Context: an optimization exercise on an open-source flow, tuned for small area. The choices shown serve that exercise and are no tape-out recipe.
RTL that was checked went through simulation tests only; none was proved equivalent to the original.
Power is estimated from default activity; no workload was simulated.

==> flow/design.v (excerpt) <==
module atm
	    (
	    CLK,
	    RESET,
	    TARJETA_RECIBIDA,
	    TIPO_DE_TARJETA,
	    PIN,
	    DIGITO,
	    DIGITO_STB,
	    TIPO_TRANS,
	    MONTO,
	    MONTO_STB,
	    BALANCE_ACTUALIZADO,
	    ENTREGAR_DINERO,
	    FONDOS_INSUFICIENTES,
	    PIN_INCORRECTO,
	    ADVERTENCIA,
	    BLOQUEO
	    );
==> flow/config.mk <==
export PLATFORM = sky130hd
export DESIGN_NAME = atm
export DESIGN_NICKNAME = atm
export VERILOG_FILES = /design/flow/design.v
export SDC_FILE = /design/flow/constraint.sdc
export NUM_CORES = 4
export LEC_CHECK = 0
export CAP_MARGIN = 20
export CORE_MARGIN = 2
export CORE_UTILIZATION = 40
export SLEW_MARGIN = 20
==> flow/constraint.sdc <==
create_clock -name core_clock -period 6.0 [get_ports {CLK}]
set_input_delay 1.2000 -clock core_clock [delete_from_list [all_inputs] [get_ports {CLK}]]
set_output_delay 1.2000 -clock core_clock [all_outputs]
set_load 0.01 [all_outputs]
standard.sh (not shown) runs the stock make flow with config.mk's settings and CLKGATE_MAP_FILE= SYNTH_SCRIPT=/design/flow/synth_recipe.tcl, a recipe that flattens the netlist after the stock synthesis.
==> flow/flow/run.sh <==
#!/bin/bash
# Standard layout, with smaller port buffers, no dummy clock loads and
# the standard CTS arguments otherwise.
set -euo pipefail
export BUFFER_PORTS_ARGS="-buffer_cell sky130_fd_sc_hd__buf_1"
export CTS_ARGS="-sink_clustering_enable -repair_clock_nets -dont_use_dummy_load -buf_list sky130_fd_sc_hd__clkbuf_8 -root_buf sky130_fd_sc_hd__clkbuf_8"
bash standard.sh finish > standard_flow.log 2>&1
Rerun with:
==> flow/flow/run.sh (replaced) <==
#!/bin/bash
# Standard layout, with smaller port buffers, no dummy clock loads and
# the standard CTS arguments otherwise.
set -euo pipefail
export BUFFER_PORTS_ARGS="-buffer_cell sky130_fd_sc_hd__buf_1"
export CTS_ARGS="-sink_clustering_enable -repair_clock_nets -dont_use_dummy_load -buf_list sky130_fd_sc_hd__clkbuf_4 -root_buf sky130_fd_sc_hd__clkbuf_8"
bash standard.sh finish > standard_flow.log 2>&1
- CORE_UTILIZATION: 40 -> 65
Total power fell slightly.
Non-clock buffer count fell by 3.
Setup slack gets better by 0.017 ns.
Cell count fell by a little under a tenth.
Clock power fell by a few percent.
Worst hold slack gets worse by 0.014 ns.
Sequential share of layout area rose by 0.59 points.
Via count is about the same.
First-iteration DRC count fell by well over a third.
Critical path depth rose by 1.
Cell area fell slightly.
Rerun with:
==> flow/flow/run.sh (replaced) <==
#!/bin/bash
# Standard layout, with smaller port buffers, no dummy clock loads and
# the standard CTS arguments otherwise.
set -euo pipefail
export BUFFER_PORTS_ARGS="-buffer_cell sky130_fd_sc_hd__buf_1"
export CTS_ARGS="-sink_clustering_enable -repair_clock_nets -dont_use_dummy_load"
bash standard.sh finish > standard_flow.log 2>&1
- CORE_UTILIZATION: 65 -> 40
Outcome: Cell area grows by 3.6%. Worst setup slack got worse by 0.043 ns. Critical path depth went down by 2.
Function was not checked in any run of this note: the RTL went through the layout flow alone.


Another version of the RTL of atm (not shown whole).
For scale: roughly 90 flip-flops, roughly 4900 µm² of cells after synthesis.
clock: 6.0 ns
lec_check: 0
cap_margin: 20
core_margin: 2
core_utilization: 55
slew_margin: 20
synth_hierarchical: 1
==> flow/flow/run.sh <==
#!/bin/bash
set -euo pipefail
W=$(pwd)
cat > "$W/flow_synth.tcl" <<EOT
proc abc {args} {
  set i [lsearch -exact \$args -script]
  set a1 \$args
  set a2 \$args
  lset a1 [expr {\$i + 1}] $W/flow/abc_adder.script
  lset a2 [expr {\$i + 1}] $W/flow/abc_map.script
  yosys abc {*}\$a1 add32
  yosys abc {*}\$a2 atm
}
source $W/synth_recipe.tcl
EOT
sed "s#SYNTH_SCRIPT=[^ ]*#SYNTH_SCRIPT=$W/flow_synth.tcl#" standard.sh > flow_standard.sh
grep -q "SYNTH_SCRIPT=$W/flow_synth.tcl" flow_standard.sh
export BUFFER_PORTS_ARGS="-buffer_cell sky130_fd_sc_hd__buf_1"
export CTS_ARGS="-sink_clustering_enable -repair_clock_nets -dont_use_dummy_load -buf_list sky130_fd_sc_hd__clkbuf_4 -root_buf sky130_fd_sc_hd__clkbuf_8 -sink_clustering_size 10 -sink_clustering_max_diameter 60"
bash flow_standard.sh finish > standard_flow.log 2>&1
==> flow/flow/abc_adder.script <==
&get -n
&st
&dch
&nf
&st
&syn2
&if -g -K 6
&synch2
&nf
&st
&syn2
&if -g -K 6
&synch2
&nf
&st
&syn2
&if -g -K 6
&synch2
&nf
&st
&syn2
&if -g -K 6
&synch2
&nf
&st
&syn2
&if -g -K 6
&synch2
&nf
&put
==> flow/flow/abc_map.script <==
&get -n
&st
&deepsyn -T 60
&dch -f
&nf -R 1000
&st
&syn3
&dch -f
&nf -R 1000
&put
The baseline finished clean.
Then changed:
==> flow/flow/run.sh (replaced) <==
#!/bin/bash
# Standard layout with three changes:
#  * synthesis is the standard flow's own script, but ABC maps with an area-oriented
#    script (flow/abc_map.script: no delay-optimal mapping, no buffering or
#    sizing inside ABC; the layout's repair steps size for timing instead);
#  * the port buffers are the smallest buffer;
#  * the clock tree uses small clock buffers and no dummy loads.
set -euo pipefail
W=$(pwd)
cat > "$W/flow_synth.tcl" <<EOT
proc abc {args} {
  set i [lsearch -exact \$args -script]
  if {\$i >= 0} { lset args [expr {\$i + 1}] $W/flow/abc_map.script }
  yosys abc {*}\$args
}
source $W/synth_recipe.tcl
EOT
sed "s#SYNTH_SCRIPT=[^ ]*#SYNTH_SCRIPT=$W/flow_synth.tcl#" standard.sh > flow_standard.sh
grep -q "SYNTH_SCRIPT=$W/flow_synth.tcl" flow_standard.sh
export BUFFER_PORTS_ARGS="-buffer_cell sky130_fd_sc_hd__buf_1"
export CTS_ARGS="-sink_clustering_enable -repair_clock_nets -dont_use_dummy_load -buf_list sky130_fd_sc_hd__clkbuf_4 -root_buf sky130_fd_sc_hd__clkbuf_8"
bash flow_standard.sh finish > standard_flow.log 2>&1
==> flow/flow/abc_map.script (replaced) <==
&get -n
&st
&syn2
&dch -f
&nf -R 1000
&st
&syn2
&dch -f
&nf -R 1000
&st
&syn2
&dch -f
&nf -R 1000
&put
Settings changed: SYNTH_HIERARCHICAL 1 to not set.
removed: flow/flow/abc_adder.script
Clock skew came out lower by 0.0093 ns.
Clock-buffer cell count stays the same.
Synthesized area goes up by about 2%.
Total power went down by 27%.
Critical path depth is higher by 11.
Final cell count went up by about 12%.
Core utilization increases by 2.8 points.
Wire length went up by 7.2%.
Non-clock buffer count came out higher by 19.
Then changed:
==> flow/flow/run.sh (replaced) <==
#!/bin/bash
set -euo pipefail
W=$(pwd)
cat > "$W/flow_synth.tcl" <<EOT
proc abc {args} {
  set i [lsearch -exact \$args -script]
  set a1 \$args
  set a2 \$args
  lset a1 [expr {\$i + 1}] $W/flow/abc_adder.script
  lset a2 [expr {\$i + 1}] $W/flow/abc_map.script
  yosys abc {*}\$a1 add32
  yosys abc {*}\$a2 atm
}
source $W/synth_recipe.tcl
EOT
sed "s#SYNTH_SCRIPT=[^ ]*#SYNTH_SCRIPT=$W/flow_synth.tcl#" standard.sh > flow_standard.sh
grep -q "SYNTH_SCRIPT=$W/flow_synth.tcl" flow_standard.sh
export BUFFER_PORTS_ARGS="-buffer_cell sky130_fd_sc_hd__buf_1"
export CTS_ARGS="-sink_clustering_enable -repair_clock_nets -dont_use_dummy_load -buf_list sky130_fd_sc_hd__clkbuf_4 -root_buf sky130_fd_sc_hd__clkbuf_8"
bash flow_standard.sh finish > standard_flow.log 2>&1
==> flow/flow/abc_adder.script (new file) <==
&get -n
&st
&dch
&nf
&st
&syn2
&if -g -K 6
&synch2
&nf
&st
&syn2
&if -g -K 6
&synch2
&nf
&st
&syn2
&if -g -K 6
&synch2
&nf
&st
&syn2
&if -g -K 6
&synch2
&nf
&st
&syn2
&if -g -K 6
&synch2
&nf
&put
==> flow/flow/abc_map.script (replaced) <==
&get -n
&st
&deepsyn -T 60
&dch -f
&nf -R 1000
&st
&syn3
&dch -f
&nf -R 1000
&put
Settings changed: SYNTH_HIERARCHICAL set to 1.
Result:
- The changed run completed with no timing, DRC or antenna violations
- power goes up by 36%
- cell area goes down by 5.2%
- setup slack gains 0.33 ns
- area after synthesis goes down by 1.9%
- via count goes down by 5.2%
- non-clock buffer count goes down by 19
- core utilization goes down by 2.8 points
- clock skew goes up by 0.0093 ns
- count of clock-buffer cells in the layout stays the same
- sequential cell count stays the same
Then changed:
==> flow/flow/abc_adder.script (replaced) <==
&get -n
&st
&dch
&nf -R 30
&st
&syn2
&if -g -K 6
&synch2
&nf -R 30
&st
&syn2
&if -g -K 6
&synch2
&nf -R 30
&st
&syn2
&if -g -K 6
&synch2
&nf -R 30
&st
&syn2
&if -g -K 6
&synch2
&nf -R 30
&st
&syn2
&if -g -K 6
&synch2
&nf -R 30
&put
Settings changed: CORE_UTILIZATION 55 to 70.
First-iteration DRC count is higher by 35%.
Final area is lower by 1.1%.
Power is higher by 0.47%.
Worst setup slack got worse by 0.28 ns.
Via count is higher by 2.9%.
Die area is lower by 22%.


## alpha
Another version of the RTL of atm (not shown whole).
Size: about 610 cells after synthesis, about 88 flip-flops, ~65 I/O pins, about 5500 sq um of cells after synthesis.
==> flow/config.mk <==
export PLATFORM = sky130hd
export DESIGN_NAME = atm
export DESIGN_NICKNAME = atm
export VERILOG_FILES = /design/flow/design.v
export SDC_FILE = /design/flow/constraint.sdc
export NUM_CORES = 4
export LEC_CHECK = 0
export CAP_MARGIN = 20
export CORE_MARGIN = 2
export CORE_UTILIZATION = 65
export SLEW_MARGIN = 20
==> flow/constraint.sdc <==
create_clock -name core_clock -period 6.0 [get_ports {CLK}]
set_input_delay 1.2000 -clock core_clock [delete_from_list [all_inputs] [get_ports {CLK}]]
set_output_delay 1.2000 -clock core_clock [all_outputs]
set_load 0.01 [all_outputs]
==> flow/flow/run.sh <==
#!/bin/bash
# Standard layout, with smaller port buffers, no dummy clock loads and
# the standard CTS arguments otherwise.
set -euo pipefail
export BUFFER_PORTS_ARGS="-buffer_cell sky130_fd_sc_hd__buf_1"
export CTS_ARGS="-sink_clustering_enable -repair_clock_nets -dont_use_dummy_load -buf_list sky130_fd_sc_hd__clkbuf_4 -root_buf sky130_fd_sc_hd__clkbuf_8"
bash standard.sh finish > standard_flow.log 2>&1
alpha finished every step from synthesis to the final layout, and the layout passed the timing, DRC and antenna checks.
Setup changes, alpha to beta
- a change of CORE_UTILIZATION from 65 to 55
==> flow/flow/run.sh <==
#!/bin/bash
# Standard layout with three changes:
#  * synthesis is the standard flow's own script, but ABC maps with an area-oriented
#    script (flow/abc_map.script: no delay-optimal mapping, no buffering or
#    sizing inside ABC; the layout's repair steps size for timing instead);
#  * the port buffers are the smallest buffer;
#  * the clock tree uses small clock buffers and no dummy loads.
set -euo pipefail
W=$(pwd)
cat > "$W/flow_synth.tcl" <<EOT
proc abc {args} {
  set i [lsearch -exact \$args -script]
  if {\$i >= 0} { lset args [expr {\$i + 1}] $W/flow/abc_map.script }
  yosys abc {*}\$args
}
source $W/synth_recipe.tcl
EOT
sed "s#SYNTH_SCRIPT=[^ ]*#SYNTH_SCRIPT=$W/flow_synth.tcl#" standard.sh > flow_standard.sh
grep -q "SYNTH_SCRIPT=$W/flow_synth.tcl" flow_standard.sh
export BUFFER_PORTS_ARGS="-buffer_cell sky130_fd_sc_hd__buf_1"
export CTS_ARGS="-sink_clustering_enable -repair_clock_nets -dont_use_dummy_load -buf_list sky130_fd_sc_hd__clkbuf_4 -root_buf sky130_fd_sc_hd__clkbuf_8"
bash flow_standard.sh finish > standard_flow.log 2>&1
==> flow/flow/abc_map.script (new file) <==
&get -n
&st
&syn3
&dch -f
&nf -R 1000
&st
&syn3
&dch -f
&nf -R 1000
&st
&syn2
&dch -f
&nf -R 1000
&put
FAIL: beta; every other run in alpha and beta is clean
From alpha to beta the numbers moved as follows: layout-stage area growth over the synthesis result saw an increase; mux contribution to synthesized area now sits lower; final wirelength picked up an extra about 56%.
[inputs] gamma vs beta
- CORE_UTILIZATION changed from 55 to 65
==> flow/flow/abc_map.script <==
&get -n
&st
&dch
&nf -R 1000
&st
&syn2
&if -g -K 6
&synch2
&nf -R 1000
&st
&syn2
&if -g -K 6
&synch2
&nf -R 1000
&st
&syn2
&if -g -K 6
&synch2
&nf -R 1000
&st
&syn2
&if -g -K 6
&synch2
&nf -R 1000
&st
&syn2
&if -g -K 6
&synch2
&nf -R 1000
&put
topo
stime -c
## What came out
gamma: flow completed, timing, DRC and antenna clean. What beta reported for via count of the first global-routing pass has to be multiplied by 0.864 to get the figure for gamma. The higher leakage power figure came out of beta. Number of multi-input combinational cells in the layout went up by more than 10% going from beta to gamma.
Input-level comparison between delta and gamma:
- swapping 65 for 55 in CORE_UTILIZATION
==> flow/flow/abc_map.script <==
&get -n
&st
&deepsyn -T 60
&dch -f
&nf
&put
[summary]
[delta] flow finished | final checks: failed | reasons: negative setup slack. gamma closes out successfully: all stages finished, all timing, DRC and antenna checks passed. The final standard cell area without fillers of delta exceeds that of gamma by 3.0%. Clock power share delta for delta relative to gamma: 6.1 points higher. Wire length on met1: gamma and delta compared, higher one is delta. Per the comparison of delta with gamma, wire length fell by about 0.9%, post-synthesis compound-gate area fraction now larger. On worst setup timing slack at the placement stage, the lower figure sits with delta, not gamma.
Edits applied to the flow inputs when going from delta to epsilon:
- an added SYNTH_HIERARCHICAL of 1
==> flow/flow/run.sh <==
#!/bin/bash
set -euo pipefail
W=$(pwd)
cat > "$W/flow_synth.tcl" <<EOT
proc abc {args} {
  set i [lsearch -exact \$args -script]
  set a1 \$args
  set a2 \$args
  lset a1 [expr {\$i + 1}] $W/flow/abc_adder.script
  lset a2 [expr {\$i + 1}] $W/flow/abc_map.script
  yosys abc {*}\$a1 add32
  yosys abc {*}\$a2 atm
}
source $W/synth_recipe.tcl
EOT
sed "s#SYNTH_SCRIPT=[^ ]*#SYNTH_SCRIPT=$W/flow_synth.tcl#" standard.sh > flow_standard.sh
grep -q "SYNTH_SCRIPT=$W/flow_synth.tcl" flow_standard.sh
export BUFFER_PORTS_ARGS="-buffer_cell sky130_fd_sc_hd__buf_1"
export CTS_ARGS="-sink_clustering_enable -repair_clock_nets -dont_use_dummy_load -buf_list sky130_fd_sc_hd__clkbuf_4 -root_buf sky130_fd_sc_hd__clkbuf_8"
bash flow_standard.sh finish > standard_flow.log 2>&1
==> flow/flow/abc_adder.script (new file) <==
&get -n
&st
&syn2
&dch -f
&nf -R 1000
&st
&syn2
&dch -f
&nf -R 1000
&st
&syn2
&dch -f
&nf -R 1000
&st
&syn2
&dch -f
&nf -R 1000
&st
&syn2
&dch -f
&nf -R 1000
&put
==> flow/flow/abc_map.script <==
&get -n
&st
&deepsyn -T 60
&dch -f
&nf -R 1000
&st
&syn3
&dch -f
&nf -R 1000
&put
==> comparison <==
Changes observed in epsilon relative to delta: total power now larger; post-route cell area saw an increase; met2 track demand over resource in global routing moved up; part of the total power dissipated in combinational logic has increased.
Side by side, sum of negative setup slack turned out higher in epsilon than in delta.
Leakage power of the design (lower): epsilon
epsilon gives less clock period minus final worst setup slack than delta did.
epsilon vs. delta: setup slack went up by 1.77 ns.
No crash in epsilon: every stage finished, but the layout fails its final checks due to negative setup slack.
Compared with delta, epsilon shows a higher fraction of layout instances using a drive strength above 1.
Of epsilon and delta, the lower total buffers and inverters traversed by the critical path belongs to delta.
As of epsilon, total routed wire length on the met1 layer had risen slightly compared to delta.
delta reports its timing endpoint of the critical path as BAL_hi[31] while epsilon reports BALANCE_ACTUALIZADO.


atm again, from the RTL that the note above started with.
clock: 6.0 ns
lec_check: 0
cap_margin: 20
core_margin: 2
core_utilization: 55
slew_margin: 20
synth_hierarchical: 1
==> flow/flow/run.sh <==
#!/bin/bash
set -euo pipefail
W=$(pwd)
cat > "$W/flow_synth.tcl" <<EOT
proc abc {args} {
  set i [lsearch -exact \$args -script]
  set a1 \$args
  set a2 \$args
  lset a1 [expr {\$i + 1}] $W/flow/abc_adder.script
  lset a2 [expr {\$i + 1}] $W/flow/abc_map.script
  yosys abc {*}\$a1 add32
  yosys abc {*}\$a2 atm
}
source $W/synth_recipe.tcl
EOT
sed "s#SYNTH_SCRIPT=[^ ]*#SYNTH_SCRIPT=$W/flow_synth.tcl#" standard.sh > flow_standard.sh
grep -q "SYNTH_SCRIPT=$W/flow_synth.tcl" flow_standard.sh
export BUFFER_PORTS_ARGS="-buffer_cell sky130_fd_sc_hd__buf_1"
export CTS_ARGS="-sink_clustering_enable -repair_clock_nets -dont_use_dummy_load -buf_list sky130_fd_sc_hd__clkbuf_4 -root_buf sky130_fd_sc_hd__clkbuf_8"
bash flow_standard.sh finish > standard_flow.log 2>&1
==> flow/flow/abc_adder.script <==
&get -n
&st
&dch
&nf
&st
&syn2
&if -g -K 6
&synch2
&nf
&st
&syn2
&if -g -K 6
&synch2
&nf
&st
&syn2
&if -g -K 6
&synch2
&nf
&st
&syn2
&if -g -K 6
&synch2
&nf
&st
&syn2
&if -g -K 6
&synch2
&nf
&put
==> flow/flow/abc_map.script <==
&get -n
&st
&deepsyn -T 60
&dch -f
&nf -R 1000
&st
&syn3
&dch -f
&nf -R 1000
&put
Change:
--- a/flow/flow/run.sh
+++ b/flow/flow/run.sh
@@ -1,0 +2,6 @@
+# Standard layout with three changes:
+#  * synthesis is the standard flow's own script, but ABC maps with an area-oriented
+#    script (flow/abc_map.script: no delay-optimal mapping, no buffering or
+#    sizing inside ABC; the layout's repair steps size for timing instead);
+#  * the port buffers are the smallest buffer;
+#  * the clock tree uses small clock buffers and no dummy loads.
@@ -7,6 +13,2 @@
-  set a1 \$args
-  set a2 \$args
-  lset a1 [expr {\$i + 1}] $W/flow/abc_adder.script
-  lset a2 [expr {\$i + 1}] $W/flow/abc_map.script
-  yosys abc {*}\$a1 add32
-  yosys abc {*}\$a2 atm
+  if {\$i >= 0} { lset args [expr {\$i + 1}] $W/flow/abc_map.script }
+  yosys abc {*}\$args
==> flow/flow/abc_map.script (replaced) <==
&get -n
&st
&syn2
&dch -f
&nf -R 1000
&st
&syn2
&dch -f
&nf -R 1000
&st
&syn2
&dch -f
&nf -R 1000
&put
CORE_UTILIZATION = 65   (was 55)
SYNTH_HIERARCHICAL = not set   (was 1)
removed: flow/flow/abc_adder.script
The new run finished clean.
Utilization came out higher by 13 points.
Cell count came out lower by 8.2%.
Worst hold slack improved by 0.011 ns.
Design area hardly moves.
Change:
==> flow/flow/abc_map.script (replaced) <==
&get -n
&st
&deepsyn -T 60
&dch -f
&nf -R 1000
&st
&syn3
&dch -f
&nf -R 1000
&put
Result: The new run did not get past 4_1_cts; area after synthesis is lower by 8.3%; synthesized cell count drops by about 10%.
Change:
==> flow/flow/abc_map.script (replaced) <==
&get -n
&st
&syn3
&dch -f
&nf -R 1000
&st
&syn3
&dch -f
&nf -R 1000
&st
&syn2
&dch -f
&nf -R 1000
&put
The new run never finished: it broke off in 5_1_grt on DPL-0038.
Synthesized area climbs by 5.2%.
Synthesized cell count climbs by 8.2%.

-- what the ideal ports hide --
How much do the figures lean on ideal ports? The routed layouts below were timed once more, with nothing changed but the port constraints.
Step 1: set_driving_cell puts a clkbuf_16 on CLK and a buf_2 on each other input, an assumption about the parent block.
Step 2 times the ports against the registers' clock, not the clock port: input delays grow and output delays shrink by t, the midpoint of the rising clock arrivals with the driver on.
a / b / c = ideal / step 1 / step 2; a / b = the first two.
run	t, ns	setup WS [ns]	slew at the worst register clock pin (ns)	worst slew at a driven data input, ns
the first run of note 1	0.391	1.119 / 1.124 / 0.733	0.09 / 0.09	0.03
the second run of note 1	0.385	1.136 / 1.148 / 0.763	0.09 / 0.09	0.04
the third run of note 1	0.374	1.093 / 1.106 / 0.732	0.07 / 0.07	0.03
the first run of note 2	0.374	0.746 / 0.757 / 0.383	0.10 / 0.10	0.03
the second run of note 2	0.375	0.413 / 0.422 / 0.047	0.10 / 0.10	0.04
the third run of note 2	0.374	0.746 / 0.757 / 0.383	0.10 / 0.10	0.03
the fourth run of note 2	0.373	0.465 / 0.465 / 0.102	0.10 / 0.10	0.04
alpha	0.385	0.955 / 0.948 / 0.564	0.10 / 0.10	0.04
beta	0.394	-2.463 / -2.481 / -2.875	0.10 / 0.10	0.06
gamma	0.374	0.478 / 0.489 / 0.115	0.09 / 0.09	0.04
delta	0.380	-2.145 / -2.147 / -2.527	0.09 / 0.09	0.04
epsilon	0.385	-0.379 / -0.399 / -0.784	0.09 / 0.09	0.05
the first run of note 4	0.377	0.441 / 0.442 / 0.066	0.09 / 0.09	0.04
the second run of note 4	0.381	0.383 / 0.391 / 0.010	0.09 / 0.09	0.04
The setup slack of beta, which loses most, moves by -0.018 ns with the drivers and by -0.412 ns with both steps.
